This design comes from an exercise in tuning for small area on the open sky130 flow, not from production work.
Where RTL was checked, it was by simulation tests only, not by an equivalence proof against the original.
No functional check of the RTL was part of runs 1 and 2.
The clock port is modelled as an ideal driver; clocking choices that lean on that would not hold on a real chip.
Power figures rest on the tool's default switching activity, not on a simulated workload.

==> design/flow/design.v <==
module PSX_DDR_Interface(
  input i_clk,
  input i_rst,
  input i_command,
  input i_writeElseRead,
  input [1:0] i_commandSize,
  input [14:0] i_targetAddr,
  input [2:0] i_subAddr,
  input [15:0] i_writeMask,
  input [255:0] i_dataClient,
  output wire o_busyClient,
  output reg o_dataValidClient,
  output reg [255:0] o_dataClient,
  input i_busyMem,
  input i_dataValidMem,
  input [31:0] i_dataMem,
  output wire o_writeEnableMem,
  output wire o_readEnableMem,
  output wire [7:0] o_burstLength,
  output wire [31:0] o_dataMem,
  output wire [25:0] o_targetAddr,
  output wire [3:0] o_byteEnableMem
);
localparam WAIT_STATE         = 2'b00;
localparam WRITE_STATE        = 2'b01;
localparam READ_REQUEST_STATE = 2'b10;
localparam READ_STATE         = 2'b11;
reg [1:0]  rwState;
reg [2:0]  burstCounter;
reg        sizeBig;
reg        sizeLong;
reg [17:0] targetAddr;
wire started = ~sizeBig | sizeLong;
wire [2:0] beatMask = {sizeBig, sizeBig, sizeLong};
wire lastBeat = &(burstCounter | ~beatMask);
wire inWait  = (rwState == WAIT_STATE);
wire inWrite = (rwState == WRITE_STATE);
wire inRead  = (rwState == READ_STATE);
wire take = inWait & i_command & (started | (i_targetAddr == 15'h0));
wire advance = (inWrite & ~i_busyMem) | (inRead & i_dataValidMem);
assign o_writeEnableMem = inWrite & i_rst;
assign o_readEnableMem = (rwState == READ_REQUEST_STATE) & i_rst;
assign o_busyClient = ~inWait;
assign o_burstLength = {4'h0, sizeBig, 1'b0, sizeLong & ~sizeBig, ~sizeLong};
assign o_targetAddr = {8'h00, targetAddr};
wire [7:0] beatSel;
PSX_DDR_Interface_dec8 u_dec (.a(burstCounter), .y(beatSel));
wire [31:0] beatData;
wire [1:0]  beatMask2;
genvar b;
generate
  for (b = 0; b < 32; b = b + 1)
  begin : g_wbit
    PSX_DDR_Interface_sel8 u_sel (
      .d({i_dataClient[224+b], i_dataClient[192+b], i_dataClient[160+b], i_dataClient[128+b],
          i_dataClient[96+b], i_dataClient[64+b], i_dataClient[32+b], i_dataClient[b]}),
      .s(beatSel), .y(beatData[b]));
  end
  for (b = 0; b < 2; b = b + 1)
  begin : g_mbit
    PSX_DDR_Interface_sel8 u_sel (
      .d({i_writeMask[14+b], i_writeMask[12+b], i_writeMask[10+b], i_writeMask[8+b],
          i_writeMask[6+b], i_writeMask[4+b], i_writeMask[2+b], i_writeMask[b]}),
      .s(beatSel), .y(beatMask2[b]));
  end
endgenerate
assign o_dataMem = beatData;
assign o_byteEnableMem = {{2{beatMask2[1]}}, {2{beatMask2[0]}}};
always @(posedge i_clk or negedge i_rst)
begin
  if (!i_rst)
  begin
    rwState <= WAIT_STATE;
    burstCounter <= 3'h0;
    sizeBig <= 1'b1;
    sizeLong <= 1'b0;
    o_dataValidClient <= 1'b0;
  end
  else
  begin
    o_dataValidClient <= inRead & i_dataValidMem & lastBeat;
    if (take)
    begin
      sizeBig <= i_commandSize[1];
      sizeLong <= i_commandSize[1] | i_commandSize[0];
      rwState <= i_writeElseRead ? WRITE_STATE : READ_REQUEST_STATE;
    end
    else if (advance)
    begin
      burstCounter <= {burstCounter[2] ^ (burstCounter[1] & burstCounter[0]),
                       burstCounter[1] ^ burstCounter[0],
                       ~burstCounter[0]} & beatMask;
      if (lastBeat)
        rwState <= WAIT_STATE;
    end
    else if ((rwState == READ_REQUEST_STATE) & ~i_busyMem)
      rwState <= READ_STATE;
  end
end
always @(posedge i_clk)
begin
  if (take)
    targetAddr <= {i_targetAddr, i_subAddr};
end
genvar k;
generate
  for (k = 0; k < 7; k = k + 1)
  begin : g_slot
    always @(posedge i_clk)
    begin
      if (beatSel[k])
        o_dataClient[32*k +: 32] <= i_dataMem;
    end
  end
endgenerate
always @(posedge i_clk)
  o_dataClient[255:224] <= i_dataMem;
endmodule
module PSX_DDR_Interface_sel8(
  input [7:0] d,
  input [7:0] s,
  output y
);
wire n0, n1, n2;
PSX_DDR_Interface_aoi222 u0 (.a(d[2:0]), .b(s[2:0]), .y(n0));
PSX_DDR_Interface_aoi222 u1 (.a(d[5:3]), .b(s[5:3]), .y(n1));
assign n2 = ~((d[6] & s[6]) | (d[7] & s[7]));
assign y = ~(n0 & n1 & n2);
endmodule
module PSX_DDR_Interface_aoi222(
  input [2:0] a,
  input [2:0] b,
  output y
);
assign y = ~|(a & b);
endmodule
module PSX_DDR_Interface_aoi22(
  input [1:0] a,
  input [1:0] b,
  output y
);
assign y = ~|(a & b);
endmodule
module PSX_DDR_Interface_dec8(
  input [2:0] a,
  output [7:0] y
);
assign y = 8'h01 << a;
endmodule
==> design/flow/flow/run.sh <==
#!/bin/bash
# Standard layout, but port buffers use the smallest buffer cell and CTS uses
# small leaf clusters of clkbuf_4 and no dummy loads.
set -euo pipefail
export BUFFER_PORTS_ARGS="-buffer_cell sky130_fd_sc_hd__buf_1"
export CTS_ARGS="-sink_clustering_enable -repair_clock_nets -dont_use_dummy_load -buf_list sky130_fd_sc_hd__clkbuf_4 -sink_clustering_size 10 -sink_clustering_max_diameter 30"
bash standard.sh > standard.log 2>&1
==> design/flow/standard.sh <==
#!/bin/bash
# synth_recipe.tcl (not shown) runs the flow's synth.tcl, then flattens the netlist and writes it again
# the make line also repeats each setting of config.mk as NAME=value (left out here)
make -C /OpenROAD-flow-scripts/flow DESIGN_CONFIG=/design/flow/config.mk WORK_HOME=/design/flow/orfs CLKGATE_MAP_FILE= SYNTH_SCRIPT=/design/flow/synth_recipe.tcl "${@:-finish}"
==> design/flow/config.mk <==
export PLATFORM = sky130hd
export DESIGN_NAME = PSX_DDR_Interface
export DESIGN_NICKNAME = PSX_DDR_Interface
export VERILOG_FILES = /design/flow/design.v
export SDC_FILE = /design/flow/constraint.sdc
export NUM_CORES = 4
export LEC_CHECK = 0
export CAP_MARGIN = 0
export CORE_AREA = 5 5 235 235
export DIE_AREA = 0 0 240 240
export PLACE_DENSITY = 0.6
export SLEW_MARGIN = 0
export SYNTH_HIERARCHICAL = 1
export SYNTH_MINIMUM_KEEP_SIZE = 0
==> design/flow/constraint.sdc <==
create_clock -name core_clock -period 4.0 [get_ports {i_clk}]
set_input_delay 0.8000 -clock core_clock [delete_from_list [all_inputs] [get_ports {i_clk}]]
set_output_delay 0.8000 -clock core_clock [all_outputs]
set_load 0.01 [all_outputs]
==> results.sh, run 1 <==
export IMPL_status="complete, no violations"
export IMPL_wl_per_cell_um=21.3
export IMPL_pin_count=660
export IMPL_hold_buffers=1
export IMPL_vias=8301
export IMPL_crit_path_start_kind="flop"
export IMPL_reg2reg_slack_ps=1780
export IMPL_die_width_um=240
export IMPL_htree_levels=2
export IMPL_dp_hpwl_um=28800
export IMPL_endpoint_kind="output pin"
export IMPL_core_area_um2=52400
export IMPL_critPathKind="flop to output pin"
export IMPL_cts_sinks=282
export IMPL_synth_main_ff_cell="edfxtp_1"
export IMPL_cp_top_family="simple AND/OR/NAND/NOR gates"
export IMPL_synth_warnings=7
export IMPL_max_clock_freq_ghz=0.272
export IMPL_slew_limit_headroom_pct=30.3
export IMPL_max_stage_delay_ps=950
export IMPL_root_buffer="clkbuf_4"
export IMPL_syn2layout_area_growth_pct=39.9
export IMPL_nets=1533
export IMPL_clk_latency_ps=760
export IMPL_crit_arrival_ps=2880
export IMPL_first_pass_iters=8
export IMPL_grt_pass1_vias=8626
export IMPL_final_cell_mix="646 x buf_1, 242 x edfxtp_1, 68 x a222oi_1"
export IMPL_port_buffers=646
export IMPL_min_from="i_dataMem[4]"
export IMPL_dieArea_um2=57600
export IMPL_grt_remaining_overflow=0
export IMPL_tightest_slew_ps=1050
export IMPL_wl_um=40200
export IMPL_cp_required_ps=3200
export IMPL_die_height_um=240
export IMPL_syn_inst=485
export IMPL_r2r_start="burstCounter[0]"
export IMPL_drc_errors=0
export IMPL_rows=84
export IMPL_viasPerCell=4.39
export IMPL_path_depth=4
export IMPL_maxSlewViolCount=0
export IMPL_hp_class="input pin to flop"
export IMPL_initial_core_util_pct=18.4
export IMPL_syn_area_per_cell_um2=19.9
export IMPL_place_congestion=0.939
export IMPL_cts_buffer_depth=3
export IMPL_p_leak_nw=4.15
export IMPL_timing_final_ws_setup_ps=320
export IMPL_grt_setup_unrepaired="no"
export IMPL_crit_chain="and3_2, a22oi_1, nand3_1, buf_1"
export IMPL_drtIter0Drc=643
export IMPL_maxCapViolations=0
export IMPL_grt_pass1_wl_um=53300
export IMPL_n_fill_cell=5533
export IMPL_worstRegToRegCells=2
export IMPL_grt_max_degree=67
export IMPL_clk_pin_slew_ps=80
export IMPL_endpoint="o_byteEnableMem[0]"
export IMPL_antenna_found_initial=3
export IMPL_final_common_cell="buf_1"
export IMPL_post_cts_buffers=0
export IMPL_worstPathMaxFanout=34
export IMPL_antenna_left=0
export IMPL_synth_seq_cells=282
export IMPL_period_minus_slack_ps=3680
export IMPL_finalClockSkew_ps=109
export IMPL_crit_start="burstCounter[1]"
export IMPL_netlist_area_um2=9680
export IMPL_fin_setup_tns_ps=0
export IMPL_cts_buffers=59
export IMPL_cts_tree="yes"
export IMPL_post_route_period_util_pct=92.0
export IMPL_synthArstFlopShare_pct=2.84
export IMPL_layout_drive_gt1_share_pct=7.25
export IMPL_ir_drop_mv=0.199
export IMPL_cts_resized=0
export IMPL_synth_cell_types=35
export IMPL_pre_cts_ws_ps=1050
export IMPL_powerDensity_nw_per_um2=377
export IMPL_finalSetupViolations=0
export IMPL_hold_viol=0
export IMPL_r2r_end="o_dataClient[209]"
export IMPL_ys_seq_area_share_pct=83.8
export IMPL_slowest_stage="and3_2"
export IMPL_grt_total_usage_pct=12.6
export IMPL_cp_num_buf_inv=1
export IMPL_synth_edff_count=242
## flip-flops by register name, summed over array words and instances (netlist names)
| register | flops |
|---|---|
| targetAddr | 18 |
| sizeLong | 1 |
| o_dataValidClient | 1 |
| o_dataClient | 256 |
| sizeBig | 1 |
| burstCounter | 3 |
| rwState | 2 |
## per-module statistics from Yosys (local to each module, per instance)
module	cell area, µm²	cells
PSX_DDR_Interface	8500	341
PSX_DDR_Interface_dec8	65.1	8
PSX_DDR_Interface_sel8	12.5	2
PSX_DDR_Interface_aoi222	10.0	1
## stage by stage
stage | power [mW] | hold WS (ps) | util, % | instance area (µm²) | instances
after floorplan | 3.37 | 504 | - | 9770 | 497
after global placement | 3.58 | 560 | 24.9 | 13100 | 1828
after detailed placement | 3.58 | 575 | 24.9 | 13100 | 1828
after CTS | 5.21 | 147 | 25.8 | 13500 | 1888
after global routing | 5.38 | 157 | 25.8 | 13500 | 1889
final | 5.11 | 289 | 25.8 | 13500 | 1890
## routing by layer
layer / track usage [%] / share of wire (%) / vias up
met5: 0 / 0 / -
met4: 6.12 / 4.0 / 0
met3: 3.56 / 9.6 / 100
met2: 24.0 / 53 / 636
met1: 12.5 / 33 / 4017
li1: - / - / 3548
## cell type report
type	count	area, µm²	share of cell area (%)
antenna	2	5.00	0.0370
clock buffer	59	443	3.27
tap	688	861	6.36
sequential	282	8110	59.9
timing repair buffer	661	2590	19.1
multi-input combinational	197	1530	11.3
inverter	1	3.75	0.0277
## where the power goes
part / switching [mW] / internal [mW]
clock: 0.921 / 0.662
sequential: 0.00947 / 3.22
combinational: 0.178 / 0.113
total: 1.11 / 4.00
## synthesized netlist by cell type (4+ instances only)
library cell,instances,area share [%]
o21ai_0,4,0.21
nor3b_1,4,0.31
nand2b_1,4,0.26
dfxtp_1,32,6.6
buf_4,16,1.2
dfrtp_1,7,1.8
nand3_1,34,1.8
nand2_1,5,0.19
a222oi_1,68,7.0
a22oi_1,34,2.6
edfxtp_1,242,75
nor2_1,5,0.19
## how the worst min path moves through the flow
stage                                    to  slack, ps  depth (start not counted)
after floorplan             burstCounter[0]        500                          0
after global placement             sizeLong        560                          2
after detailed placement           sizeLong        570                          2
after CTS                 o_dataClient[255]        150                          1
after global routing          targetAddr[0]        160                          1
final                     o_dataClient[228]        290                          1
## logic make-up (layout without fill, tap and decap cells)
| group | Yosys count | count (layout) | share of synthesized area, % |
|---|---|---|---|
| buffers and inverters | 18 | 721 | 1.40 |
| and+or+nand+nor | 67 | 67 | 3.87 |
| muxes | 1 | 1 | 0.116 |
| adders and majority gates | 1 | 1 | 0.129 |
| AOI/OAI and AO/OA | 115 | 115 | 10.6 |
| DFF | 282 | 282 | 83.8 |
| other | 1 | 15 | 0.0388 |
==> run 2: changes to the inputs <==
--- a/design/flow/config.mk
+++ b/design/flow/config.mk
@@ -7,3 +7,3 @@
 export LEC_CHECK = 0
-export CAP_MARGIN = 0
+export CAP_MARGIN = 20
 export CORE_AREA = 5 5 235 235
@@ -11,3 +11,3 @@
 export PLACE_DENSITY = 0.6
-export SLEW_MARGIN = 0
+export SLEW_MARGIN = 20
 export SYNTH_HIERARCHICAL = 1
==> run 2 against run 1 <==
- sequential power hardly changed
- worst hold slack unchanged
- clock skew unchanged
- register-to-register slack about the same
- clock power hardly changed
- non-clock buffer count unchanged
- die area stayed put
- fmax stayed put
- routed wire length unchanged
- synthesized cell count stayed put
- combinational power is essentially flat
- highest routed layer unchanged
==> results.sh, run 2 <==
export IMPL_initial_core_util_pct=18.4
export IMPL_status="complete, no violations"
export IMPL_n_fill_cell=5533
export IMPL_rows=84
export IMPL_grt_setup_unrepaired="no"
export IMPL_finalClockSkew_ps=109
export IMPL_slowest_stage="and3_2"
export IMPL_crit_arrival_ps=2880
export IMPL_multi_input_area_um2=1530
export IMPL_netlist_area_leader_share_pct=75.1
export IMPL_synth_edff_count=242
export IMPL_holdPathStages=1
export IMPL_crit_chain="and3_2, a22oi_1, nand3_1, buf_1"
export IMPL_cts_tree="yes"
export IMPL_place_congestion=0.939
export IMPL_clk_pin_slew_ps=80
export IMPL_wl_um=40200
export IMPL_drtIter0Drc=643
export IMPL_first_pass_iters=8
export IMPL_grt_pass1_wl_um=53300
export IMPL_grt_pass1_vias=8626
export IMPL_grt_total_usage_pct=12.6
export IMPL_min_from="i_dataMem[4]"
export IMPL_htree_levels=2
export IMPL_maxCapViolations=0
export IMPL_port_buffers=646
export IMPL_hp_class="input pin to flop"
export IMPL_reg_top3="o_dataClient (256), targetAddr (18), burstCounter (3)"
export IMPL_antenna_found_initial=3
export IMPL_r2r_end="o_dataClient[209]"
export IMPL_cts_buffers=59
export IMPL_synth_warnings=7
export IMPL_synth_cell_types=35
export IMPL_p_leak_nw=4.15
export IMPL_grt_remaining_overflow=0
export IMPL_ir_drop_mv=0.199
export IMPL_post_cts_buffers=0
export IMPL_yosysTopAreaCell="edfxtp_1"
export IMPL_timing_final_ws_setup_ps=320
export IMPL_die_width_um=240
export IMPL_synth_seq_cells=282
export IMPL_max_clock_freq_ghz=0.272
export IMPL_netlist_area_um2=9680
export IMPL_maxSlewViolCount=0
export IMPL_worstRegToRegCells=2
export IMPL_total_power_mw=5.11
export IMPL_crit_path_start_kind="flop"
export IMPL_wl_per_cell_um=21.3
export IMPL_top_register="o_dataClient"
export IMPL_finalSetupViolations=0
export IMPL_r2r_start="burstCounter[0]"
export IMPL_post_route_period_util_pct=92.0
export IMPL_pin_count=660
export IMPL_critPathKind="flop to output pin"
export IMPL_dieArea_um2=57600
export IMPL_period_minus_slack_ps=3680
export IMPL_hold_viol=0
export IMPL_largest_register_ffs=256
export IMPL_cts_buffer_depth=3
export IMPL_synth_main_ff_cell="edfxtp_1"
export IMPL_die_height_um=240
export IMPL_ys_seq_area_share_pct=83.8
export IMPL_syn2layout_area_growth_pct=39.9
export IMPL_final_common_cell="buf_1"
export IMPL_dp_hpwl_um=28800
export IMPL_yosysMostFrequentCell="edfxtp_1"
export IMPL_viasPerCell=4.39
export IMPL_seq_area_um2=8110
export IMPL_reg2reg_slack_ps=1780
export IMPL_vias=8301
export IMPL_powerDensity_nw_per_um2=377
export IMPL_root_buffer="clkbuf_4"
export IMPL_drc_errors=0
export IMPL_synthTopCellsByArea="edfxtp_1 75%, a222oi_1 7.0%, dfxtp_1 6.6%"
export IMPL_min_to="o_dataClient[228]"
export IMPL_tightest_slew_ps=1050
export IMPL_pre_cts_ws_ps=1050
export IMPL_syn_area_per_cell_um2=19.9
export IMPL_worstPathMaxFanout=34
export IMPL_cts_sinks=282
export IMPL_fin_setup_tns_ps=0
export IMPL_clk_latency_ps=760
export IMPL_final_cell_mix="646 x buf_1, 242 x edfxtp_1, 68 x a222oi_1"
export IMPL_nets=1533
export IMPL_layout_drive_gt1_share_pct=7.25
export IMPL_syn_inst=485
export IMPL_endpoint_kind="output pin"
export IMPL_antenna_left=0
export IMPL_cp_required_ps=3200
export IMPL_grt_max_degree=67
export IMPL_slew_limit_headroom_pct=30.3
export IMPL_synthArstFlopShare_pct=2.84
export IMPL_max_stage_delay_ps=950
export IMPL_core_area_um2=52400
export IMPL_ys_top_cells_by_count="242 x edfxtp_1, 68 x a222oi_1, 34 x a22oi_1, 34 x nand3_1, 32 x dfxtp_1"
## run 2: cell counts in the layout (fill, tap and decap cells not counted)
Identical to the previous run, type by type.
## run 2: area by class of cell
type / count / share of cell area (%)
timing repair buffer: 661 / 19.1
clock buffer: 59 / 3.27
inverter: 1 / 0.0277
multi-input combinational: 197 / 11.3
sequential: 282 / 59.9
tap: 688 / 6.36
antenna: 2 / 0.0370
## run 2: power breakdown
group,switching (mW),internal (mW)
Combinational,0.178,0.113
Clock,0.921,0.662
Sequential,0.00947,3.22
Total,1.11,4.00
## run 2: kinds of logic after synthesis
kind of cell / synth area share (%)
buffers and inverters: 1.40
muxes: 0.116
AOI/OAI and AO/OA: 10.6
adders and majority gates: 0.129
DFF: 83.8
other: 0.0388
and+or+nand+nor: 3.87
## run 2: per-module statistics from Yosys (local to each module, per instance)
module | cells | cell area (µm²) | times used | flip-flops and latches
PSX_DDR_Interface_dec8 | 8 | 65.1 | 1 | 0
PSX_DDR_Interface | 341 | 8500 | 1 | 282
PSX_DDR_Interface_sel8 | 2 | 12.5 | 34 | 0
PSX_DDR_Interface_aoi222 | 1 | 10.0 | 68 | 0
## run 2: metrics by stage
| step | area, µm² | cells | hold WS (ps) | utilization, % |
|---|---|---|---|---|
| floorplan | 9770 | 497 | 504 | - |
| global placement | 13100 | 1828 | 560 | 24.9 |
| detailed placement | 13100 | 1828 | 575 | 24.9 |
| CTS | 13500 | 1888 | 147 | 25.8 |
| global route | 13500 | 1889 | 157 | 25.8 |
| finish | 13500 | 1890 | 289 | 25.8 |
## run 2: critical path, delay by kind of cell (launching register included)
kind | cells | cell delay, ps
AO/OA/AOI/OAI | 1 | 210
flip-flops | 1 | 630
buffers and inverters | 1 | 180
AND/OR/NAND/NOR | 2 | 1110
## run 2: worst max path at each step
stage | cells after the start | endpoint | slack, ps | start
4_1_cts | 4 | o_dataMem[4] | 200 | burstCounter[1]
2_1_floorplan | 4 | o_byteEnableMem[1] | 450 | burstCounter[1]
6_report | 4 | o_byteEnableMem[0] | 320 | burstCounter[1]
5_1_grt | 4 | o_byteEnableMem[2] | 80 | burstCounter[0]
3_5_place_dp | 4 | o_byteEnableMem[0] | 1050 | burstCounter[1]
3_3_place_gp | 4 | o_byteEnableMem[0] | 1140 | burstCounter[0]
## run 2: repair_timing
action | in CTS | in global routing
endpoints found under the hold margin | 7 | 0
resized for setup | 0 | 0
hold buffers | 1 | 0
## run 2: per-layer routing
layer	GRT usage [%]	wire length [µm]	part of all wire (%)	vias to the layer above
met5	0	0	0	-
li1	-	-	-	3548
met1	12.5	13300	33	4017
met2	24.0	21500	53	636
met3	3.56	3840	9.6	100
met4	6.12	1610	4.0	0
==> run 3: changes to the inputs <==
--- a/design/flow/design.v
+++ b/design/flow/design.v
@@ -45,4 +45,3 @@
 assign o_targetAddr = {8'h00, targetAddr};
-wire [7:0] beatSel;
-PSX_DDR_Interface_dec8 u_dec (.a(burstCounter), .y(beatSel));
+wire [7:0] beatSel = 8'h01 << burstCounter;
 wire [31:0] beatData;
@@ -89,5 +88,3 @@
     begin
-      burstCounter <= {burstCounter[2] ^ (burstCounter[1] & burstCounter[0]),
-                       burstCounter[1] ^ burstCounter[0],
-                       ~burstCounter[0]} & beatMask;
+      burstCounter <= (burstCounter + 3'h1) & beatMask;
       if (lastBeat)
@@ -110,3 +107,3 @@
     begin
-      if (beatSel[k])
+      if (i_dataValidMem && beatSel[k])
         o_dataClient[32*k +: 32] <= i_dataMem;
@@ -143,7 +140 @@
 endmodule
-module PSX_DDR_Interface_dec8(
-  input [2:0] a,
-  output [7:0] y
-);
-assign y = 8'h01 << a;
-endmodule
==> run 3 against run 2 <==
- global-route usage rose by 0.89 points
- clock-buffer cell count fell by 19
- clock skew rose by 9.5 ps
- critical endpoint is now o_dataMem[5]
- sequential power barely moved
- clock power fell by 18%
- area after synthesis rose by 0.91%
- core utilization barely moved
- register-to-register slack got worse by 180 ps
- die area did not move
- worst hold slack got worse by 98 ps
- critical path depth rose by 3
- setup slack got worse by 13 ps
- highest routed layer unchanged
==> results.sh, run 3 <==
export IMPL_antenna_found_initial=14
export IMPL_synth_main_ff_cell="edfxtp_1"
export IMPL_top_register="o_dataClient"
export IMPL_largest_register_ffs=256
export IMPL_cp_required_ps=3200
export IMPL_drtIter0Drc=794
export IMPL_cts_resized=0
export IMPL_maxCapViolations=0
export IMPL_hold_buffers=0
export IMPL_dieArea_um2=57600
export IMPL_first_pass_iters=8
export IMPL_clk_latency_ps=640
export IMPL_status="complete, no violations"
export IMPL_finalSetupViolations=0
export IMPL_synth_edff_count=242
export IMPL_reg_top3="o_dataClient (256), targetAddr (18), burstCounter (3)"
export IMPL_core_area_um2=52400
export IMPL_post_cts_buffers=0
export IMPL_timing_final_ws_setup_ps=306
export IMPL_finalClockSkew_ps=119
export IMPL_grt_remaining_overflow=0
export IMPL_place_congestion=1.10
export IMPL_hold_viol=0
export IMPL_netlist_area_um2=9760
export IMPL_die_height_um=240
export IMPL_port_buffers=646
export IMPL_dp_cells=1853
export IMPL_crit_path_start_kind="flop"
export IMPL_vias=8310
export IMPL_syn_area_per_cell_um2=19.6
export IMPL_wl_per_cell_um=22.8
export IMPL_die_width_um=240
export IMPL_max_clock_freq_ghz=0.271
export IMPL_powerDensity_nw_per_um2=359
export IMPL_hp_class="input pin to asynchronous set/reset pin"
export IMPL_syn2layout_area_growth_pct=38.5
export IMPL_endpoint_kind="output pin"
export IMPL_syn_inst=498
export IMPL_yosysMostFrequentCell="edfxtp_1"
export IMPL_crit_arrival_ps=2890
export IMPL_cts_buffers=40
export IMPL_ys_seq_area_share_pct=83.1
export IMPL_htree_levels=2
export IMPL_period_minus_slack_ps=3690
export IMPL_worstPathMaxFanout=34
export IMPL_max_stage_delay_ps=780
export IMPL_p_leak_nw=4.15
export IMPL_worstRegToRegCells=4
export IMPL_netlist_area_leader_share_pct=74.4
export IMPL_cts_sinks=282
export IMPL_wl_um=43400
export IMPL_maxSlewViolCount=0
export IMPL_ir_drop_mv=0.112
export IMPL_dp_hpwl_um=34900
export IMPL_critPathKind="flop to output pin"
export IMPL_crit_chain="inv_1, ha_1, nor2b_4, a222oi_1, buf_4, nand3_1, buf_1"
export IMPL_cts_tree="yes"
export IMPL_slowest_stage="nor2b_4"
export IMPL_initial_core_util_pct=18.6
export IMPL_total_power_mw=4.86
export IMPL_final_cell_mix="645 x buf_1, 242 x edfxtp_1, 68 x a222oi_1"
export IMPL_pin_count=660
export IMPL_yosysTopAreaCell="edfxtp_1"
export IMPL_grt_pass1_vias=8173
export IMPL_grt_pass1_wl_um=56500
export IMPL_synth_seq_cells=282
export IMPL_slew_limit_headroom_pct=24.7
export IMPL_grt_total_usage_pct=13.5
export IMPL_nets=1543
export IMPL_fin_setup_tns_ps=0
export IMPL_final_cells=1898
export IMPL_seq_area_um2=8110
export IMPL_synth_warnings=7
export IMPL_layout_drive_gt1_share_pct=7.14
export IMPL_grt_max_degree=35
export IMPL_multi_input_area_um2=1580
export IMPL_root_buffer="clkbuf_4"
export IMPL_final_common_cell="buf_1"
export IMPL_synthArstFlopShare_pct=2.84
export IMPL_pre_cts_ws_ps=896
export IMPL_cts_buffer_depth=3
export IMPL_synthTopCellsByArea="edfxtp_1 74%, a222oi_1 7.0%, dfxtp_1 6.6%"
export IMPL_ys_top_cells_by_count="242 x edfxtp_1, 68 x a222oi_1, 34 x a22oi_1, 34 x nand3_1, 32 x dfxtp_1"
export IMPL_antenna_left=0
export IMPL_tightest_slew_ps=1130
export IMPL_n_fill_cell=5548
export IMPL_clk_pin_slew_ps=90
export IMPL_drc_errors=0
export IMPL_viasPerCell=4.38
export IMPL_post_route_period_util_pct=92.3
export IMPL_synth_cell_types=34
export IMPL_grt_setup_unrepaired="no"
export IMPL_rows=84
==> run 3: cell families (layout without fill, tap and decap cells) <==
family,after synthesis,after routing,synth area share [%]
DFF,282,282,83.1
AOI/OAI and AO/OA,112,112,10.5
and+or+nand+nor,73,73,4.04
buffers and inverters,23,718,1.50
adders and majority gates,6,6,0.769
other,1,18,0.0384
muxes,1,1,0.115
==> run 3: path summary, 6_finish.rpt <==
check / to / startpoint / slack (ps)
setup / recovery: o_dataMem[5] / burstCounter[0] / 310
hold / removal: sizeLong / i_rst / 190
setup reg to reg: o_dataClient[113] / burstCounter[2] / 1600
hold reg to reg: burstCounter[1] / burstCounter[1] / 570
max in group asynchronous: burstCounter[1] / i_rst / 3380
min in group core_clock: targetAddr[1] / i_subAddr[1] / 400
==> run 3: area by class of cell <==
class                      instances  area share (%)
timing repair buffer             672            19.5
sequential                       282            60.0
multi-input combinational        205            11.7
inverter                           6           0.167
clock buffer                      40            2.22
antenna                            5          0.0925
tap                              688            6.36
==> run 3: per-module statistics from Yosys, one instance, submodules excluded <==
module,flops+latches,cells
PSX_DDR_Interface,282,362
PSX_DDR_Interface_aoi222,0,1
PSX_DDR_Interface_sel8,0,2
==> run 3: metrics by stage <==
stage | util, % | hold slack [ps] | cell area, µm²
after floorplan | - | 504 | 9810
after global placement | 25.2 | 536 | 13200
after detailed placement | 25.2 | 557 | 13200
after CTS | 25.8 | 121 | 13500
after global routing | 25.8 | 171 | 13500
final | 25.8 | 191 | 13500
==> run 3: power breakdown <==
group          switching [mW]  leakage, nW  internal [mW]  total [mW]
combinational           0.213         1.39          0.118       0.332
clock                   0.836        0.184          0.461        1.30
sequential             0.0105         2.58           3.22        3.23
==> run 3: critical path, delay by kind of cell (launching register included) <==
family	cells	cell delay [ps]
adder cells (fa/ha/maj)	1	190
buffers and inverters	3	520
AO/OA/AOI/OAI	1	330
AND/OR/NAND/NOR	2	850
flip-flops	1	440
==> run 3: per-layer routing <==
| metal | routed length, µm | share of wire, % | global-route usage [%] | vias to the layer above |
|---|---|---|---|---|
| met2 | 22900 | 53 | 26.1 | 648 |
| met4 | 1670 | 3.9 | 4.93 | 0 |
| met1 | 15000 | 35 | 14.7 | 4006 |
| li1 | - | - | - | 3559 |
| met5 | 0 | 0 | 0 | - |
| met3 | 3780 | 8.7 | 2.28 | 97 |
==> run 4: changes to the inputs <==
--- a/design/flow/design.v
+++ b/design/flow/design.v
@@ -31,3 +31,2 @@
 reg        sizeLong;
-reg [17:0] targetAddr;
 wire started = ~sizeBig | sizeLong;
@@ -40,2 +39,4 @@
 wire advance = (inWrite & ~i_busyMem) | (inRead & i_dataValidMem);
+wire [7:0] beatSel;
+PSX_DDR_Interface_dec8 u_dec (.a(burstCounter), .y(beatSel));
 assign o_writeEnableMem = inWrite & i_rst;
@@ -44,4 +45,3 @@
 assign o_burstLength = {4'h0, sizeBig, 1'b0, sizeLong & ~sizeBig, ~sizeLong};
-assign o_targetAddr = {8'h00, targetAddr};
-wire [7:0] beatSel = 8'h01 << burstCounter;
+assign o_targetAddr = {8'h00, o_dataClient[17:0]};
 wire [31:0] beatData;
@@ -88,3 +88,5 @@
     begin
-      burstCounter <= (burstCounter + 3'h1) & beatMask;
+      burstCounter <= {burstCounter[2] ^ (burstCounter[1] & burstCounter[0]),
+                       burstCounter[1] ^ burstCounter[0],
+                       ~burstCounter[0]} & beatMask;
       if (lastBeat)
@@ -98,4 +100,11 @@
 begin
-  if (take)
-    targetAddr <= {i_targetAddr, i_subAddr};
+  if (inWait)
+    o_dataClient[17:0] <= {i_targetAddr, i_subAddr};
+  else if (inRead & beatSel[0])
+    o_dataClient[17:0] <= i_dataMem[17:0];
+end
+always @(posedge i_clk)
+begin
+  if (beatSel[0])
+    o_dataClient[31:18] <= i_dataMem[31:18];
 end
@@ -103,3 +112,3 @@
 generate
-  for (k = 0; k < 7; k = k + 1)
+  for (k = 1; k < 7; k = k + 1)
   begin : g_slot
@@ -107,3 +116,3 @@
     begin
-      if (i_dataValidMem && beatSel[k])
+      if (beatSel[k])
         o_dataClient[32*k +: 32] <= i_dataMem;
@@ -114,2 +123,8 @@
   o_dataClient[255:224] <= i_dataMem;
+endmodule
+module PSX_DDR_Interface_dec8(
+  input [2:0] a,
+  output [7:0] y
+);
+assign y = 8'h01 << a;
 endmodule
@@ -133,8 +148 @@
 endmodule
-module PSX_DDR_Interface_aoi22(
-  input [1:0] a,
-  input [1:0] b,
-  output y
-);
-assign y = ~|(a & b);
-endmodule
==> run 4 against run 3 <==
- critical path depth shrank 3
- setup slack lost 21 ps
- first-iteration DRC count grew 2.5%
- routed wire length shrank 0.48%
- register-to-register slack lost 290 ps
- clock-buffer cell count grew 15
- synthesized cell count grew 3.0%
- still clean
- global-route usage is essentially flat
==> results.sh, run 4 <==
export IMPL_fin_setup_tns_ps=0
export IMPL_reg2reg_slack_ps=1310
export IMPL_syn_inst=513
export IMPL_core_area_um2=52400
export IMPL_syn2layout_area_growth_pct=39.0
export IMPL_grt_pass1_wl_um=56600
export IMPL_period_minus_slack_ps=3710
export IMPL_endpoint="o_dataMem[11]"
export IMPL_nets=1543
export IMPL_die_width_um=240
export IMPL_grt_remaining_overflow=0
export IMPL_clk_latency_ps=750
export IMPL_layout_drive_gt1_share_pct=7.44
export IMPL_cts_buffers=55
export IMPL_cts_sinks=264
export IMPL_cts_resized=0
export IMPL_status="complete, no violations"
export IMPL_powerDensity_nw_per_um2=500
export IMPL_place_congestion=0.924
export IMPL_crit_arrival_ps=2910
export IMPL_endpoint_kind="output pin"
export IMPL_reg_top3="o_dataClient (256), burstCounter (3), rwState (2)"
export IMPL_syn_area_per_cell_um2=18.6
export IMPL_grt_total_usage_pct=13.5
export IMPL_antenna_found_initial=10
export IMPL_cts_tree="yes"
export IMPL_ys_seq_area_share_pct=79.4
export IMPL_grt_pass1_vias=8388
export IMPL_grt_busiest_layer="met2"
export IMPL_clk_pin_slew_ps=70
export IMPL_synth_warnings=7
export IMPL_root_buffer="clkbuf_4"
export IMPL_htree_levels=2
export IMPL_grt_util_met2_pct=24.3
export IMPL_synth_cell_types=42
export IMPL_final_cell_mix="646 x buf_1, 224 x edfxtp_1, 68 x a222oi_1"
export IMPL_top_register="o_dataClient"
export IMPL_max_clock_freq_ghz=0.269
export IMPL_synthTopCellsByArea="edfxtp_1 71%, a222oi_1 7.1%, dfxtp_1 6.7%"
export IMPL_grt_setup_unrepaired="no"
export IMPL_final_cells=1903
export IMPL_critPathKind="flop to output pin"
export IMPL_wl_um=43100
export IMPL_total_power_mw=6.63
export IMPL_netlist_area_leader_share_pct=70.6
export IMPL_cts_buffer_depth=3
export IMPL_dp_cells=1842
export IMPL_initial_core_util_pct=18.2
export IMPL_grt_max_degree=47
export IMPL_maxCapViolations=0
export IMPL_final_common_cell="buf_1"
export IMPL_netlist_area_um2=9530
export IMPL_met3_usage_pct=3.40
export IMPL_synthArstFlopShare_pct=3.03
export IMPL_slowest_stage="and3_2"
export IMPL_slew_limit_headroom_pct=31.3
export IMPL_vias=8309
export IMPL_holdPathStages=1
export IMPL_pin_count=660
export IMPL_antenna_left=0
export IMPL_crit_chain="and3_2, a22oi_1, nand3_1, buf_1"
export IMPL_ir_drop_mv=0.231
export IMPL_grt_use_met1_pct=16.0
export IMPL_synth_seq_cells=264
export IMPL_hp_class="input pin to flop"
export IMPL_first_pass_iters=7
export IMPL_crit_path_start_kind="flop"
export IMPL_viasPerCell=4.37
export IMPL_port_buffers=646
export IMPL_synth_edff_count=224
export IMPL_finalClockSkew_ps=84.9
export IMPL_post_route_period_util_pct=92.9
export IMPL_yosysTopAreaCell="edfxtp_1"
export IMPL_rows=84
export IMPL_synth_main_ff_cell="edfxtp_1"
export IMPL_die_height_um=240
export IMPL_ys_top_cells_by_count="224 x edfxtp_1, 68 x a222oi_1, 37 x nand3_1"
export IMPL_p_leak_nw=4.17
export IMPL_r2r_end="o_dataClient[1]"
export IMPL_max_stage_delay_ps=850
export IMPL_r2r_start="burstCounter[0]"
export IMPL_dp_hpwl_um=32800
export IMPL_yosysMostFrequentCell="edfxtp_1"
export IMPL_dieArea_um2=57600
export IMPL_drc_errors=0
export IMPL_hold_viol=0
export IMPL_crit_start="burstCounter[0]"
export IMPL_worstRegToRegCells=4
export IMPL_wl_per_cell_um=22.7
export IMPL_finalSetupViolations=0
export IMPL_largest_register_ffs=256
export IMPL_drtIter0Drc=814
export IMPL_tightest_slew_ps=1030
export IMPL_whs_ps=316
export IMPL_cp_required_ps=3200
export IMPL_maxSlewViolCount=0
export IMPL_worstPathMaxFanout=34
==> run 4: what timing repair did <==
item                                   4_1_cts  5_1_grt
buffers inserted                             0        0
hold buffers                                 1        0
endpoints found under the hold margin        7        0
==> run 4: critical path: cells and delay by family (launching register included) <==
kind | cells | cell delay (ps)
buffers and inverters | 1 | 180
flip-flops | 1 | 630
AND/OR/NAND/NOR | 2 | 1040
AO/OA/AOI/OAI | 1 | 360
==> run 4: metrics by stage <==
step           setup WS (ps)  instance area, µm²  utilization (%)
2_1_floorplan            412                9620                -
3_3_place_gp            1080               12800             24.4
3_5_place_dp            1020               12800             24.4
4_1_cts                  203               13200             25.2
5_1_grt                 83.7               13200             25.3
6_report                 285               13200             25.3
==> run 4: cell families after synthesis <==
group | Yosys count | synth area share (%)
muxes | 19 | 2.23
adders and majority gates | 1 | 0.131
other | 1 | 0.0393
and+or+nand+nor | 69 | 3.98
AOI/OAI and AO/OA | 117 | 11.1
DFF | 264 | 79.4
buffers and inverters | 42 | 3.12
==> run 4: worst min path at each step <==
| stage | slack (ps) | to | start |
|---|---|---|---|
| after floorplan | 500 | burstCounter[0] | i_rst |
| after global placement | 550 | burstCounter[1] | sizeBig |
| after CTS | 200 | o_dataClient[243] | i_dataMem[19] |
| after global routing | 230 | o_dataClient[247] | i_dataMem[23] |
| after detailed placement | 550 | burstCounter[1] | sizeBig |
| final | 320 | o_dataClient[243] | i_dataMem[19] |
==> run 4: power breakdown <==
part	switching, mW	internal, mW
clock network	0.882	0.620
logic	1.13	0.523
registers	0.139	3.34
total	2.15	4.48
==> run 4: layout make-up <==
type,instances,area [µm²]
diodes,5,12.5
repair buffers,667,2610
flip-flops and latches,264,7570
fillers,5561,39200
multi-input cells,219,1760
well taps,688,861
clock buffers,55,413
inverters,5,18.8
==> run 4: Yosys stat by module (local to each module, per instance) <==
module,area [µm²],copies in the design,flip-flops and latches,cells inside
PSX_DDR_Interface_sel8,12.5,34,0,2
PSX_DDR_Interface,8360,1,264,369
PSX_DDR_Interface_dec8,65.1,1,0,8
PSX_DDR_Interface_aoi222,10.0,68,0,1
==> run 4: layer usage <==
layer | vias to the layer above | part of all wire (%)
met4 | 2 | 2.1
met2 | 564 | 52
met3 | 75 | 9.3
li1 | 3583 | -
met5 | - | 0.030
met1 | 4085 | 37
==> run 5: changes to the inputs <==
==> design/flow/flow/run.sh (replaced) <==
#!/bin/bash
set -euo pipefail
export BUFFER_PORTS_ARGS="-buffer_cell sky130_fd_sc_hd__buf_1"
bash standard.sh place > standard_place.log 2>&1

RES=orfs/results/sky130hd/PSX_DDR_Interface/base
export TRY_ODB=$RES/3_place.odb TRY_SDC=$RES/3_place.sdc
BASE="-sink_clustering_enable -repair_clock_nets -dont_use_dummy_load"
CFGS=("clkbuf_4 10 30" "clkbuf_4 10 40" "clkbuf_4 11 40" "clkbuf_4 12 50"
      "clkbuf_8 16 60" "clkbuf_8 20 80" "clkbuf_16 30 80" "clkbuf_16 16 60")
mkdir -p cts_try
i=0
for c in "${CFGS[@]}"; do
  set -- $c
  TRY_ARGS="$BASE -buf_list sky130_fd_sc_hd__$1 -sink_clustering_size $2 -sink_clustering_max_diameter $3" \
    openroad -no_init -exit flow/cts_try.tcl > cts_try/try_$i.log 2>&1 &
  i=$((i+1))
  if (( i % 4 == 0 )); then wait; fi
done
wait

best=""; besta=1e9
i=0
for c in "${CFGS[@]}"; do
  r=$(grep "^TRY_RESULT" cts_try/try_$i.log | tail -1 || true)
  if [[ -n "$r" ]]; then
    set -- $r
    if awk -v a="$2" -v s="$3" -v b="$besta" 'BEGIN{exit !(s <= 0.110 && a < b)}'; then
      best="$c"; besta="$2"
    fi
  fi
  echo "$c: $r" >> cts_try/summary.txt
  i=$((i+1))
done
echo "chosen: ${best:-default}" >> cts_try/summary.txt

if [[ -n "$best" ]]; then
  set -- $best
  export CTS_ARGS="$BASE -buf_list sky130_fd_sc_hd__$1 -sink_clustering_size $2 -sink_clustering_max_diameter $3"
else
  export CTS_ARGS="$BASE"
fi
bash standard.sh > standard.log 2>&1
==> design/flow/flow/cts_try.tcl (new file) <==
# Try one clock tree setting on the placed design and report the clock buffer
# area and the worst flip-flop clock-pin slew (placement parasitics).
set P $::env(FLOW_HOME)/platforms/sky130hd
read_liberty $P/lib/sky130_fd_sc_hd__tt_025C_1v80.lib
read_db $::env(TRY_ODB)
read_sdc $::env(TRY_SDC)
source $P/setRC.tcl
eval clock_tree_synthesis $::env(TRY_ARGS)
set_propagated_clock [all_clocks]
estimate_parasitics -placement
set a 0
foreach inst [get_cells *] {
  set m [get_property $inst ref_name]
  if {[string match "*clkbuf*" $m] || [string match "*clkinv*" $m]} {
    set a [expr {$a + [get_property [get_lib_cells */$m] area]}]
  }
}
set worst 0
foreach pin [get_pins -hierarchical */CLK] {
  set s [get_property $pin slew_max]
  if {$s > $worst} { set worst $s }
}
puts "TRY_RESULT $a $worst"
==> run 5 against run 4 <==
- first-iteration DRC count up 9.3%
- register-to-register slack worse by 30 ps
- final cell count down 0.79%
- largest cell class unchanged
- highest routed layer unchanged
==> results.sh, run 5 <==
export IMPL_status="complete, no violations"
export IMPL_antenna_left=0
export IMPL_drc_errors=0
export IMPL_final_common_cell="buf_1"
export IMPL_grt_remaining_overflow=0
export IMPL_final_cells=1888
export IMPL_tightest_slew_ps=1060
export IMPL_combPwrFrac_pct=25.7
export IMPL_reg_top3="o_dataClient (256), burstCounter (3), rwState (2)"
export IMPL_final_area_um2=13100
export IMPL_grt_setup_unrepaired="no"
export IMPL_cts_tree="yes"
export IMPL_synth_warnings=7
export IMPL_top_register="o_dataClient"
export IMPL_wl_um=43200
export IMPL_clk_latency_ps=700
export IMPL_yosysMostFrequentCell="edfxtp_1"
export IMPL_rows=84
export IMPL_pre_cts_ws_ps=1020
export IMPL_critPathKind="flop to output pin"
export IMPL_ys_top_cells_by_count="224 x edfxtp_1, 68 x a222oi_1, 37 x nand3_1"
export IMPL_pin_count=660
export IMPL_grt_use_met1_pct=16.1
export IMPL_hp_class="input pin to flop"
export IMPL_grt_max_degree=47
export IMPL_final_cell_mix="646 x buf_1, 224 x edfxtp_1, 68 x a222oi_1"
export IMPL_vias=8261
export IMPL_cts_buffers=41
export IMPL_crit_arrival_ps=2890
export IMPL_r2r_start="burstCounter[0]"
export IMPL_timing_final_ws_setup_ps=305
export IMPL_drtIter0Drc=890
export IMPL_crit_path_start_kind="flop"
export IMPL_clk_pin_slew_ps=100
export IMPL_p_leak_nw=4.11
export IMPL_core_area_um2=52400
export IMPL_nets=1529
export IMPL_syn_inst=513
export IMPL_switching_share_pct=32.9
export IMPL_synth_cell_types=42
export IMPL_die_height_um=240
export IMPL_grt_pass1_wl_um=56600
export IMPL_worstPathMaxFanout=34
export IMPL_viasPerCell=4.38
export IMPL_cts_sinks=264
export IMPL_slowest_stage="and3_2"
export IMPL_wl_per_cell_um=22.9
export IMPL_die_width_um=240
export IMPL_period_minus_slack_ps=3690
export IMPL_met3_usage_pct=3.19
export IMPL_endpoint_kind="output pin"
export IMPL_place_congestion=0.924
export IMPL_cp_required_ps=3200
export IMPL_post_cts_buffers=0
export IMPL_antenna_found_initial=10
export IMPL_powerDensity_nw_per_um2=491
export IMPL_synth_main_ff_cell="edfxtp_1"
export IMPL_grt_total_usage_pct=13.5
export IMPL_netlist_area_um2=9530
export IMPL_max_clock_freq_ghz=0.271
export IMPL_slew_limit_headroom_pct=29.3
export IMPL_ys_seq_area_share_pct=79.4
export IMPL_ir_drop_mv=0.281
export IMPL_netlist_area_leader_share_pct=70.6
export IMPL_n_fill_cell=5565
export IMPL_dp_hpwl_um=32800
export IMPL_cts_resized=0
export IMPL_p_int_mw=4.33
export IMPL_grt_pass1_vias=8333
export IMPL_fin_setup_tns_ps=0
export IMPL_maxCapViolations=0
export IMPL_dieArea_um2=57600
export IMPL_syn2layout_area_growth_pct=37.8
export IMPL_clkPwrFrac_pct=20.5
export IMPL_syn_area_per_cell_um2=18.6
export IMPL_p_sw_mw=2.13
export IMPL_dp_cells=1842
export IMPL_whs_ps=353
export IMPL_yosysTopAreaCell="edfxtp_1"
export IMPL_maxSlewViolCount=0
export IMPL_power_frac_seq_pct=53.8
export IMPL_post_route_period_util_pct=92.4
export IMPL_largest_register_ffs=256
export IMPL_reg2reg_slack_ps=1280
export IMPL_grt_util_met2_pct=24.4
export IMPL_hold_viol=0
export IMPL_grt_busiest_layer="met2"
export IMPL_synthTopCellsByArea="edfxtp_1 71%, a222oi_1 7.1%, dfxtp_1 6.7%"
export IMPL_hold_buffers=1
export IMPL_synthArstFlopShare_pct=3.03
export IMPL_synth_seq_cells=264
export IMPL_finalClockSkew_ps=79.3
export IMPL_placed_area_um2=12800
export IMPL_layout_drive_gt1_share_pct=6.35
export IMPL_port_buffers=646
export IMPL_first_pass_iters=9
export IMPL_crit_start="burstCounter[0]"
export IMPL_initial_core_util_pct=18.2
export IMPL_max_stage_delay_ps=840
export IMPL_min_from="i_dataMem[19]"
export IMPL_synth_edff_count=224
export IMPL_finalSetupViolations=0
export IMPL_crit_chain="and3_2, a22oi_1, nand3_1, buf_1"
[run 5: metal layers]
layer / up-vias / part of all wire (%)
li1: 3543 / -
met1: 4124 / 37
met2: 526 / 52
met3: 64 / 9.2
met4: 4 / 1.9
met5: - / 0.049
[run 5: Yosys stat by module, one instance, submodules excluded]
module                    flops+latches  times used  cells inside  area, µm²
PSX_DDR_Interface_aoi222              0          68             1       10.0
PSX_DDR_Interface_dec8                0           1             8       65.1
PSX_DDR_Interface_sel8                0          34             2       12.5
PSX_DDR_Interface                   264           1           369       8360
[run 5: layout make-up]
class                           count  area (µm²)  area share (%)
Multi-Input combinational cell    219        1760            13.4
Antenna cell                        4        10.0          0.0762
Sequential cell                   264        7570            57.6
Timing Repair Buffer              667        2610            19.9
Clock buffer                       41         308            2.34
Tap cell                          688         861            6.55
Inverter                            5        18.8           0.143
[run 5: logic make-up after synthesis]
group	count (synthesis)	synth area share, %
compound gates	117	11.1
mux	19	2.23
buf+inv	42	3.12
flops	264	79.4
fa+ha+maj	1	0.131
simple gates	69	3.98
other cells	1	0.0393
[run 5: critical path, delay by kind of cell, from the launching register on]
family          cells  cell delay [ps]
simple gates        2             1030
flops               1              640
buf+inv             1              180
compound gates      1              360
[run 5: worst paths after layout]
check	depth (start not counted)	end
max	4	o_dataMem[11]
max reg2reg	4	o_dataClient[17]
min reg2reg	2	burstCounter[1]
max in group asynchronous	2	o_dataValidClient
min	1	o_dataClient[243]
min in group asynchronous	2	sizeLong
[run 5: power by group through the flow]
stage	combinational [mW]	clock (mW)	sequential [mW]
3_5_place_dp	1.66	0	3.53
3_3_place_gp	1.65	0	3.52
2_1_floorplan	0.810	0	3.62
6_report	1.66	1.32	3.47
5_1_grt	1.78	1.52	3.50
4_1_cts	1.67	1.40	3.47
[run 5: stage by stage]
stage / total power [mW] / utilization [%]
after floorplan: 4.43 / -
after global placement: 5.17 / 24.4
after detailed placement: 5.19 / 24.4
after CTS: 6.54 / 25.0
after global routing: 6.80 / 25.0
final: 6.45 / 25.1
==> run 6: changes to the inputs <==
--- a/design/flow/design.v
+++ b/design/flow/design.v
@@ -98,8 +98,18 @@
 end
+wire slot0Read = inRead & beatSel[0];
+wire [17:0] slot0Low;
+wire [17:0] burstAddr = {i_targetAddr, i_subAddr};
+generate
+  for (b = 0; b < 18; b = b + 1)
+  begin : g_abit
+    PSX_DDR_Interface_ao22 u_ao (
+      .a({inWait, slot0Read}),
+      .b({burstAddr[b], i_dataMem[b]}),
+      .y(slot0Low[b]));
+  end
+endgenerate
 always @(posedge i_clk)
 begin
-  if (inWait)
-    o_dataClient[17:0] <= {i_targetAddr, i_subAddr};
-  else if (inRead & beatSel[0])
-    o_dataClient[17:0] <= i_dataMem[17:0];
+  if (inWait | slot0Read)
+    o_dataClient[17:0] <= slot0Low;
 end
@@ -148 +158,8 @@
 endmodule
+module PSX_DDR_Interface_ao22(
+  input [1:0] a,
+  input [1:0] b,
+  output y
+);
+assign y = |(a & b);
+endmodule
--- a/design/flow/flow/run.sh
+++ b/design/flow/flow/run.sh
@@ -9,3 +9,5 @@
 CFGS=("clkbuf_4 10 30" "clkbuf_4 10 40" "clkbuf_4 11 40" "clkbuf_4 12 50"
-      "clkbuf_8 16 60" "clkbuf_8 20 80" "clkbuf_16 30 80" "clkbuf_16 16 60")
+      "clkbuf_4 9 50" "clkbuf_4 10 50" "clkbuf_4 11 50" "clkbuf_4 8 60"
+      "clkbuf_8 16 60" "clkbuf_8 18 60" "clkbuf_8 20 60" "clkbuf_8 20 80"
+      "clkbuf_2 5 30" "clkbuf_2 6 30" "clkbuf_16 30 80" "clkbuf_16 16 60")
 mkdir -p cts_try
@@ -27,3 +29,3 @@
     set -- $r
-    if awk -v a="$2" -v s="$3" -v b="$besta" 'BEGIN{exit !(s <= 0.110 && a < b)}'; then
+    if awk -v a="$2" -v s="$3" -v b="$besta" 'BEGIN{exit !(s <= 0.115 && a < b)}'; then
       best="$c"; besta="$2"
--- a/design/flow/config.mk
+++ b/design/flow/config.mk
@@ -8,4 +8,4 @@
 export CAP_MARGIN = 20
-export CORE_AREA = 5 5 235 235
-export DIE_AREA = 0 0 240 240
+export CORE_AREA = 5 5 223 223
+export DIE_AREA = 0 0 228 228
 export PLACE_DENSITY = 0.6
==> run 6 against run 5 <==
- still clean on timing, DRC and antenna
- critical path depth unchanged
- combinational power up 28%
- core utilization up 2.7 points
- setup slack better by 29 ps
- clock-buffer cell count down 4
- sequential share of layout area up 0.74 points
- clock power down 4%
- area after synthesis down 0.32%
- final cell count down 4.7%
- die area down 9.8%
- highest routed layer is now met4
==> results.sh, run 6 <==
export IMPL_top_register="o_dataClient"
export IMPL_powerDensity_nw_per_um2=545
export IMPL_syn2layout_area_growth_pct=36.5
export IMPL_grt_total_usage_pct=15.4
export IMPL_synth_edff_count=224
export IMPL_grt_max_degree=67
export IMPL_finalSetupViolations=0
export IMPL_drtIter0Drc=900
export IMPL_vias=8247
export IMPL_syn_inst=512
export IMPL_synthTopCellsByArea="edfxtp_1 71%, a222oi_1 7.2%, dfxtp_1 6.7%"
export IMPL_crit_path_start_kind="flop"
export IMPL_maxSlewViolCount=0
export IMPL_netlist_area_leader_share_pct=70.8
export IMPL_post_route_period_util_pct=91.6
export IMPL_slew_limit_headroom_pct=37.5
export IMPL_place_congestion=1.02
export IMPL_ir_drop_mv=0.341
export IMPL_nets=1520
export IMPL_pin_count=660
export IMPL_grt_pass1_wl_um=60200
export IMPL_met3_length_um=4020
export IMPL_dieArea_um2=52000
export IMPL_p_int_mw=4.55
export IMPL_core_area_um2=46800
export IMPL_wl_per_cell_um=23.7
export IMPL_synth_cell_types=39
export IMPL_reg_top3="o_dataClient (256), burstCounter (3), rwState (2)"
export IMPL_grt_remaining_overflow=0
export IMPL_crit_arrival_ps=2870
export IMPL_endpoint_kind="output pin"
export IMPL_power_frac_seq_pct=51.8
export IMPL_initial_core_util_pct=20.3
export IMPL_critPathKind="flop to output pin"
export IMPL_synth_seq_cells=264
export IMPL_maxCapViolations=0
export IMPL_die_height_um=228
export IMPL_tightest_slew_ps=929
export IMPL_n_fill_cell=4904
export IMPL_netlist_area_um2=9500
export IMPL_cts_sinks=264
export IMPL_wl_met1_um=16500
export IMPL_cp_num_buf_inv=1
export IMPL_switching_share_pct=35.6
export IMPL_dp_cells=1756
export IMPL_ys_seq_area_share_pct=79.7
export IMPL_clkPwrFrac_pct=18.0
export IMPL_final_common_cell="buf_1"
export IMPL_top_layer_used="met4"
export IMPL_max_clock_freq_ghz=0.273
export IMPL_final_cells=1799
export IMPL_crit_chain="and3_2, a22oi_1, nand3_1, buf_1"
export IMPL_clk_latency_ps=690
export IMPL_yosysMostFrequentCell="edfxtp_1"
export IMPL_wl_um=42700
export IMPL_p_sw_mw=2.52
export IMPL_grt_setup_unrepaired="no"
export IMPL_grt_pass1_vias=8636
export IMPL_rows=79
export IMPL_hold_viol=0
export IMPL_fin_setup_tns_ps=0
export IMPL_timing_final_ws_setup_ps=335
export IMPL_max_stage_delay_ps=850
export IMPL_synthArstFlopShare_pct=3.03
export IMPL_synth_warnings=7
export IMPL_period_minus_slack_ps=3670
export IMPL_final_cell_mix="646 x buf_1, 224 x edfxtp_1, 68 x a222oi_1"
export IMPL_cp_top_family="simple AND/OR/NAND/NOR gates"
export IMPL_cts_buffers=37
export IMPL_cts_tree="yes"
export IMPL_worstPathMaxFanout=34
export IMPL_combPwrFrac_pct=30.2
export IMPL_slowest_stage="and3_2"
export IMPL_synth_main_ff_cell="edfxtp_1"
export IMPL_port_buffers=646
export IMPL_first_pass_iters=9
export IMPL_syn_area_per_cell_um2=18.6
export IMPL_drc_errors=0
export IMPL_antenna_left=0
export IMPL_yosysTopAreaCell="edfxtp_1"
export IMPL_pre_cts_ws_ps=1050
export IMPL_ys_top_cells_by_count="224 x edfxtp_1, 68 x a222oi_1, 35 x buf_4, 35 x nand3_1, 34 x a22oi_1"
export IMPL_die_width_um=228
export IMPL_antenna_found_initial=6
export IMPL_dp_hpwl_um=31600
export IMPL_finalClockSkew_ps=112
export IMPL_cp_required_ps=3200
export IMPL_viasPerCell=4.58
export IMPL_largest_register_ffs=256
export IMPL_wl_met2_um=20700
export IMPL_status="complete, no violations"
export IMPL_clk_pin_slew_ps=90
export IMPL_hp_class="input pin to flop"
export IMPL_p_leak_nw=4.12
export IMPL_post_cts_buffers=0
export IMPL_layout_drive_gt1_share_pct=5.64
[run 6: final timing paths]
path	end	slack, ps	cells after the start	startpoint
worst min-delay path	sizeBig	300	3	i_commandSize[1]
worst max-delay path	o_dataMem[5]	330	4	burstCounter[1]
worst max register to register	o_dataClient[12]	1400	4	burstCounter[0]
worst min register to register	sizeBig	580	2	sizeBig
min in group asynchronous	rwState[1]	570	2	i_rst
max in group asynchronous	sizeBig	3050	2	i_rst
[run 6: power by group through the flow]
stage	logic, mW	clock network [mW]	registers (mW)
finish	2.13	1.27	3.67
global route	2.29	1.48	3.71
CTS	2.16	1.35	3.67
detailed placement	2.16	0	3.73
global placement	2.14	0	3.72
floorplan	1.03	0	3.85
[run 6: kinds of logic (layout without fill, tap and decap cells)]
group	after synthesis	count (layout)	share of synthesized area, %
DFF	264	264	79.7
AOI/OAI and AO/OA	132	132	12.6
and+or+nand+nor	72	72	4.35
buffers and inverters	41	704	3.08
adders and majority gates	1	1	0.132
other	1	18	0.0395
muxes	1	1	0.105
[run 6: cell type report]
cell class,count,area (µm²),share of cell area (%)
Clock buffer,37,278,2.14
Tap cell,607,759,5.85
Multi-Input combinational cell,219,1740,13.4
Antenna cell,5,12.5,0.0965
Inverter,5,18.8,0.145
Sequential cell,264,7570,58.3
Timing Repair Buffer,662,2600,20.0
[run 6: through the flow]
stage / area, µm² / power (mW) / utilization (%) / hold slack (ps)
after CTS: 13000 / 7.19 / 27.7 / 183
after detailed placement: 12700 / 5.89 / 27.1 / 571
after floorplan: 9590 / 4.88 / - / 504
after global routing: 13000 / 7.49 / 27.7 / 209
after global placement: 12700 / 5.87 / 27.1 / 557
final: 13000 / 7.07 / 27.7 / 295
[run 6: metal layers]
metal | global-route usage [%] | vias to the layer above
li1 | - | 3541
met1 | 18.3 | 4033
met2 | 26.0 | 576
met3 | 5.09 | 97
met4 | 5.97 | 0
met5 | 0 | -
[run 6: repair_timing]
| action | CTS | global route |
|---|---|---|
| hold endpoints to repair | 7 | 0 |
| resized for setup | 0 | 0 |
| hold buffers | 1 | 0 |
[run 6: worst reg2reg max path, cell delays in order, from the launching register on]
cell and delay (ps):
dfrtp_1 550, nor3_4 660, and3_1 240, buf_4 250, or2_2 490
[run 6: Yosys stat by module, one instance, submodules excluded]
module / cells / cell area, µm²
PSX_DDR_Interface: 350 / 8170
PSX_DDR_Interface_sel8: 2 / 12.5
PSX_DDR_Interface_ao22: 1 / 8.76
PSX_DDR_Interface_dec8: 8 / 65.1
PSX_DDR_Interface_aoi222: 1 / 10.0
==> run 7: changes to the inputs <==
--- a/design/flow/config.mk
+++ b/design/flow/config.mk
@@ -8,4 +8,4 @@
 export CAP_MARGIN = 20
-export CORE_AREA = 5 5 223 223
-export DIE_AREA = 0 0 228 228
+export CORE_AREA = 5 5 235 235
+export DIE_AREA = 0 0 240 240
 export PLACE_DENSITY = 0.6
==> run 7 against run 6 <==
- area after synthesis did not move
- largest cell class unchanged
- total power rose by 0.27%
- critical endpoint is now o_dataMem[20]
- critical path depth rose by 1
- largest power group unchanged
- flip-flop and latch count stayed put
- critical path type unchanged
- fmax shrank 3.1%
- final cell count is 4.8% higher
- sequential share of layout area decreased by 0.40 points
- clock-buffer cell count increased by 1
- first-iteration DRC count decreased by 0.33%
- design area increased by 0.69%
- setup slack worse by 120 ps
- still clean on timing, DRC and antenna
- synthesized cell count unchanged
==> results.sh, run 7 <==
export IMPL_status="complete, no violations"
export IMPL_synthArstFlopShare_pct=3.03
export IMPL_netlist_area_um2=9500
export IMPL_antenna_left=0
export IMPL_total_power_mw=7.09
export IMPL_p_leak_nw=4.12
export IMPL_ir_drop_mv=0.267
export IMPL_port_buffers=646
export IMPL_top_register="o_dataClient"
export IMPL_crit_arrival_ps=2980
export IMPL_reg_top3="o_dataClient (256), burstCounter (3), rwState (2)"
export IMPL_drtIter0Drc=897
export IMPL_endpoint_kind="output pin"
export IMPL_final_common_cell="buf_1"
export IMPL_grt_busiest_layer="met2"
export IMPL_viasPerCell=4.43
export IMPL_cp_top_family="compound AO/OA/AOI/OAI gates"
export IMPL_hold_viol=0
export IMPL_grt_util_met2_pct=22.6
export IMPL_whs_ps=347
export IMPL_maxCapViolations=0
export IMPL_nets=1522
export IMPL_synth_cell_types=39
export IMPL_max_stage_delay_ps=900
export IMPL_core_area_um2=52400
export IMPL_cp_required_ps=3200
export IMPL_die_height_um=240
export IMPL_netlist_area_leader_share_pct=70.8
export IMPL_largest_register_ffs=256
export IMPL_syn2layout_area_growth_pct=37.5
export IMPL_grt_pass1_wl_um=56100
export IMPL_synthSimpleGateAreaFrac_pct=4.35
export IMPL_place_congestion=0.997
export IMPL_grt_use_met1_pct=15.6
export IMPL_drc_errors=0
export IMPL_grt_pass1_vias=8415
export IMPL_pin_count=660
export IMPL_wl_per_cell_um=22.9
export IMPL_cts_tree="yes"
export IMPL_finalClockSkew_ps=109
export IMPL_clk_latency_ps=720
export IMPL_fin_setup_tns_ps=0
export IMPL_synthTopCellsByArea="edfxtp_1 71%, a222oi_1 7.2%, dfxtp_1 6.7%"
export IMPL_ys_seq_area_share_pct=79.7
export IMPL_period_minus_slack_ps=3780
export IMPL_clk_pin_slew_ps=100
export IMPL_grt_setup_unrepaired="no"
export IMPL_worstPathMaxFanout=38
export IMPL_yosysTopAreaCell="edfxtp_1"
export IMPL_die_width_um=240
export IMPL_synth_main_ff_cell="edfxtp_1"
export IMPL_met3_usage_pct=4.21
export IMPL_first_pass_iters=12
export IMPL_yosys_area_share_xor_xnor_pct=0
export IMPL_slowest_stage="a222oi_1"
export IMPL_reg2reg_slack_ps=1380
export IMPL_tightest_slew_ps=1030
export IMPL_yosysMostFrequentCell="edfxtp_1"
export IMPL_finalSetupViolations=0
export IMPL_synthMuxAreaShare_pct=0.105
export IMPL_post_route_period_util_pct=94.6
export IMPL_powerDensity_nw_per_um2=543
export IMPL_syn_area_per_cell_um2=18.6
export IMPL_slew_limit_headroom_pct=31.3
export IMPL_rows=84
export IMPL_wl_um=43200
export IMPL_max_clock_freq_ghz=0.264
export IMPL_synth_seq_cells=264
export IMPL_synth_warnings=7
export IMPL_dieArea_um2=57600
export IMPL_dp_hpwl_um=32300
export IMPL_grt_max_degree=48
export IMPL_layout_drive_gt1_share_pct=5.80
export IMPL_yosys_area_share_adder_pct=0.132
export IMPL_synth_top_family_by_area="compound AO/OA/AOI/OAI gates"
export IMPL_cts_sinks=264
export IMPL_grt_remaining_overflow=0
export IMPL_hp_class="input pin to flop"
export IMPL_crit_path_start_kind="flop"
export IMPL_cp_num_buf_inv=2
export IMPL_synth_compound_area_share_pct=12.6
export IMPL_initial_core_util_pct=18.1
export IMPL_final_cell_mix="646 x buf_1, 224 x edfxtp_1, 68 x a222oi_1"
export IMPL_syn_inst=512
export IMPL_vias=8356
export IMPL_grt_total_usage_pct=13.4
export IMPL_ys_top_cells_by_count="224 x edfxtp_1, 68 x a222oi_1, 35 x buf_4, 35 x nand3_1, 34 x a22oi_1"
export IMPL_maxSlewViolCount=0
export IMPL_synth_edff_count=224
export IMPL_crit_chain="nor3b_4, buf_4, a222oi_1, nand3_1, buf_1"
export IMPL_critPathKind="flop to output pin"
export IMPL_post_cts_buffers=0
export IMPL_cts_buffers=38
export IMPL_antenna_found_initial=11
## run 7: cell count changes in the layout (fill, tap and decap cells not counted)
| cell | before | now |
|---|---|---|
| buf_4 | 11 | 15 |
| clkbuf_4 | 37 | 38 |
| diode_2 | 5 | 9 |
| buf_12 | 4 | 1 |
## run 7: final cells by class
cell class / count / area [µm²]
Timing Repair Buffer: 663 / 2570
Clock buffer: 38 / 285
Sequential cell: 264 / 7570
Fill cell: 5549 / 39400
Antenna cell: 9 / 22.5
Tap cell: 688 / 861
Multi-Input combinational cell: 219 / 1740
Inverter: 5 / 18.8
## run 7: what timing repair did
action | 4_1_cts | 5_1_grt
resized for setup | 0 | 0
hold endpoints to repair | 3 | 0
hold buffers | 1 | 0
## run 7: logic make-up (layout without fill, tap and decap cells)
family,Yosys count,in the layout
AOI/OAI and AO/OA,132,132
adders and majority gates,1,1
buffers and inverters,41,706
DFF,264,264
muxes,1,1
other,1,22
and+or+nand+nor,72,72
## run 7: per-layer routing
metal / share of wire (%) / up-vias
met5: 0.062 / -
met4: 3.7 / 4
met3: 11 / 92
met2: 48 / 591
met1: 37 / 4113
li1: - / 3556
## run 7: worst paths after layout
path	from	endpoint	depth (start not counted)
worst max-delay path	burstCounter[1]	o_dataMem[20]	5
worst min-delay path	i_dataMem[11]	o_dataClient[235]	1
worst max register to register	burstCounter[0]	o_dataClient[8]	5
worst min register to register	sizeBig	sizeBig	2
max in group asynchronous	i_rst	burstCounter[1]	2
min in group asynchronous	i_rst	burstCounter[2]	2
## run 7: per-module statistics from Yosys (local to each module, per instance)
module	cells	flops+latches	times used	area (µm²)
PSX_DDR_Interface	350	264	1	8170
PSX_DDR_Interface_ao22	1	0	18	8.76
PSX_DDR_Interface_aoi222	1	0	68	10.0
PSX_DDR_Interface_dec8	8	0	1	65.1
PSX_DDR_Interface_sel8	2	0	34	12.5
## run 7: where the power goes
group	total [mW]	leakage, nW	switching, mW	internal (mW)
Combinational	2.12	1.50	1.48	0.641
Sequential	3.68	2.45	0.207	3.47
Clock	1.29	0.175	0.855	0.437
## run 7: metrics by stage
step | cells | setup WS [ps] | area (µm²) | utilization [%]
floorplan | 524 | 422 | 9590 | -
global placement | 1838 | 1020 | 12700 | 24.3
detailed placement | 1838 | 939 | 12700 | 24.3
CTS | 1877 | 113 | 13000 | 24.9
global route | 1883 | 20.1 | 13100 | 24.9
finish | 1886 | 216 | 13100 | 24.9
## run 7: worst reg2reg max path, stage by stage (launching register included)
cell,delay (ps)
dfrtp_1,550
nor3_4,300
buf_4,380
and3_1,230
buf_4,260
or2_2,490

afterwards: timing with drivers on the ports:
In the flow no input, the clock included, has a driving cell. The finished layouts below were timed again as built, in two steps. Step 1, drivers: a clkbuf_16 drives i_clk and a buf_2 each remaining input, both assumed. Step 2 adds t to the input delays and takes it off the output delays; t is the mean of the earliest and latest rising clock arrival at the registers after step 1. Input paths then give back, and output paths get back, about the clock's delay inside the block. a / b / c = ideal / step 1 / step 2; a / b = the first two.
| run | t, ns | setup WS [ns] | slew at the worst register clock pin (ns) |
|---|---|---|---|
| run 1 | 0.759 | 0.320 / 0.267 / 0.894 | 0.10 / 0.10 |
| run 2 | 0.759 | 0.320 / 0.267 / 0.894 | 0.10 / 0.10 |
| run 3 | 0.625 | 0.306 / 0.266 / 0.891 | 0.10 / 0.10 |
| run 4 | 0.736 | 0.285 / 0.244 / 0.980 | 0.10 / 0.10 |
| run 5 | 0.695 | 0.305 / 0.260 / 0.955 | 0.11 / 0.11 |
| run 6 | 0.693 | 0.335 / 0.285 / 0.977 | 0.11 / 0.11 |
| run 7 | 0.699 | 0.216 / 0.172 / 0.871 | 0.11 / 0.11 |
After both steps every run listed still meets setup and hold.
